Background: an optimization exercise with open tools, aiming at a short achievable clock period and few clock cycles. Do not read the settings as production practice.
Only simulation tests tie the RTL to the original design; equivalence was not proved.

Setup of the previous run:
## cr16_core
module cr16_core
       (input wire I_CLK,
        input wire I_NRESET,
        input wire [15:0] I_MEM_DATA,
        input wire [15:0] I_EXT_MEM_DATA,
        output wire [15:0] O_MEM_DATA,
        output wire [15:0] O_MEM_ADDRESS,
        output wire O_MEM_WRITE_ENABLE,
        output wire [15:0] O_EXT_MEM_DATA,
        output wire [15:0] O_EXT_MEM_ADDRESS,
        output wire O_EXT_MEM_WRITE_ENABLE);
Size: about 2300 flip-flops.
Settings: LEC_CHECK=0, CAP_MARGIN=80, CORE_MARGIN=2, CORE_UTILIZATION=40, SLEW_MARGIN=60; clock period 15.0 ns.
standard.sh (not shown) runs the stock make flow with config.mk's settings and CLKGATE_MAP_FILE= SYNTH_SCRIPT=/design/flow/synth_recipe.tcl, a recipe that flattens the netlist after the stock synthesis.
==> flow/flow/run.sh <==
#!/bin/bash
# Layout flow: the standard flow, with the delay cells (clkdlybuf4s*, dlygate4sd*,
# dlymetal6s*) kept out of the layout steps so that buffering and resizing use ordinary buffers.
# The synthesis is the standard one, unchanged. Each step's full output goes to its own log here.
set -euo pipefail
DU="sky130_fd_sc_hd__probe_p_8 sky130_fd_sc_hd__probec_p_8 sky130_fd_sc_hd__lpflow_bleeder_1 sky130_fd_sc_hd__lpflow_clkbufkapwr_1 sky130_fd_sc_hd__lpflow_clkbufkapwr_16 sky130_fd_sc_hd__lpflow_clkbufkapwr_2 sky130_fd_sc_hd__lpflow_clkbufkapwr_4 sky130_fd_sc_hd__lpflow_clkbufkapwr_8 sky130_fd_sc_hd__lpflow_clkinvkapwr_1 sky130_fd_sc_hd__lpflow_clkinvkapwr_16 sky130_fd_sc_hd__lpflow_clkinvkapwr_2 sky130_fd_sc_hd__lpflow_clkinvkapwr_4 sky130_fd_sc_hd__lpflow_clkinvkapwr_8 sky130_fd_sc_hd__lpflow_decapkapwr_12 sky130_fd_sc_hd__lpflow_decapkapwr_3 sky130_fd_sc_hd__lpflow_decapkapwr_4 sky130_fd_sc_hd__lpflow_decapkapwr_6 sky130_fd_sc_hd__lpflow_decapkapwr_8 sky130_fd_sc_hd__lpflow_inputiso0n_1 sky130_fd_sc_hd__lpflow_inputiso0p_1 sky130_fd_sc_hd__lpflow_inputiso1n_1 sky130_fd_sc_hd__lpflow_inputiso1p_1 sky130_fd_sc_hd__lpflow_inputisolatch_1 sky130_fd_sc_hd__lpflow_isobufsrc_1 sky130_fd_sc_hd__lpflow_isobufsrc_16 sky130_fd_sc_hd__lpflow_isobufsrc_2 sky130_fd_sc_hd__lpflow_isobufsrc_4 sky130_fd_sc_hd__lpflow_isobufsrc_8 sky130_fd_sc_hd__lpflow_isobufsrckapwr_16 sky130_fd_sc_hd__lpflow_lsbuf_lh_hl_isowell_tap_1 sky130_fd_sc_hd__lpflow_lsbuf_lh_hl_isowell_tap_2 sky130_fd_sc_hd__lpflow_lsbuf_lh_hl_isowell_tap_4 sky130_fd_sc_hd__lpflow_lsbuf_lh_isowell_4 sky130_fd_sc_hd__lpflow_lsbuf_lh_isowell_tap_1 sky130_fd_sc_hd__lpflow_lsbuf_lh_isowell_tap_2 sky130_fd_sc_hd__lpflow_lsbuf_lh_isowell_tap_4  sky130_fd_sc_hd__clkdlybuf4s15_1 sky130_fd_sc_hd__clkdlybuf4s15_2 sky130_fd_sc_hd__clkdlybuf4s18_1 sky130_fd_sc_hd__clkdlybuf4s18_2 sky130_fd_sc_hd__clkdlybuf4s25_1 sky130_fd_sc_hd__clkdlybuf4s25_2 sky130_fd_sc_hd__clkdlybuf4s50_1 sky130_fd_sc_hd__clkdlybuf4s50_2 sky130_fd_sc_hd__dlygate4sd1_1 sky130_fd_sc_hd__dlygate4sd2_1 sky130_fd_sc_hd__dlygate4sd3_1 sky130_fd_sc_hd__dlymetal6s2s_1 sky130_fd_sc_hd__dlymetal6s4s_1 sky130_fd_sc_hd__dlymetal6s6s_1"
bash standard.sh synth > run_synth.log 2>&1
bash standard.sh "DONT_USE_CELLS=$DU" finish > run_layout.log 2>&1
Testbench counts of the previous run, summed over its fixed seeds: cycles 300,718.
Input-level comparison between the current run and the previous run:
- swapping 60 for 80 in SLEW_MARGIN
Findings:
Summary — non-clock buffer count, the current run relative to the previous run: lower, by about 19%.
Between the current run and the previous run, it is the current run whose final setup slack of the worst path is lower, by 0.16 ns.
Comparing the current run and the previous run, the lower area of all placed cells without fillers is on the previous run.
Routed wire length on met2: the current run vs the previous run down about 0.46%
Diff the previous run -> the current run: peak per-stage delay on the critical path barely changed; number of cells in the finished layout apart from fillers dropped about 2%; fmax dropped 2.8%.
[compare] base=the previous run new=the current run: logic depth of the worst path, buffers included +1.

== rev 12 ==
cr16_core, a different RTL version from the one above (not shown whole).
For scale: about 730 flip-flops, ~0.049 mm2 of cells after synthesis.
make LEC_CHECK=0 CAP_MARGIN=20 CORE_MARGIN=2 CORE_UTILIZATION=40 SLEW_MARGIN=20 finish   # period 15.0 ns
run.sh (not shown) runs the stock make flow with config.mk's settings and CLKGATE_MAP_FILE= SYNTH_SCRIPT=/design/flow/synth_recipe.tcl, a recipe that flattens the netlist after the stock synthesis.
Stock flow here: none of the scripts above is used.
Testbench counts of rev 12, summed over its fixed seeds: cycles 363,852.
Setup changes, rev 12 to rev 13
- a change of CAP_MARGIN from 20 to 80
- a change of SLEW_MARGIN from 20 to 80
==> run summary <==
Rev 13 vs. rev 12: worst slew slack as a fraction of its limit went up by 50 points. Between rev 12 and rev 13, the final count of hold timing violations figures differ only marginally. On fraction of area in registers, the higher figure sits with rev 12, not rev 13. Worst path setup slack after routing for rev 13: 1180 ps up relative to rev 12. Rev 13 vs rev 12: critical path depth up in rev 13. Route | rev 13 vs rev 12 | wire longer in rev 13. Going from rev 12 to rev 13, shortest clock period the worst path allows after layout -1180 ps, final cell count +about 4%.

-- afterwards: timing with drivers on the ports --
No port has a modelled driver above. Below, the same layouts with a new extraction and two added sets of constraints. Step 1 (the two cells are an assumption about what drives the block):
set clk [get_ports {I_CLK}]
set_driving_cell -lib_cell sky130_fd_sc_hd__clkbuf_16 $clk
set_driving_cell -lib_cell sky130_fd_sc_hd__buf_2 [delete_from_list [all_inputs] $clk]
Step 2 times the ports against the registers' clock, not the clock port: input delays grow and output delays shrink by t, the midpoint of the rising clock arrivals with the driver on. a / b / c = ideal / step 1 / step 2; a / b = the first two.
| run | t (ns) | slack for setup (ns) | slew at the worst register clock pin (ns) | cell pins on the clock port's net |
|---|---|---|---|---|
| the previous run | 1.004 | 9.316 / 9.316 / 9.316 | 0.07 / 0.07 | 1 |
| the current run | 1.008 | 9.153 / 9.153 / 9.153 | 0.07 / 0.07 | 1 |
| rev 12 | 0.774 | 8.364 / 8.364 / 8.364 | 0.07 / 0.07 | 1 |
| rev 13 | 0.770 | 9.546 / 9.546 / 9.546 | 0.07 / 0.07 | 1 |
After both steps setup and hold are still met in every run listed.
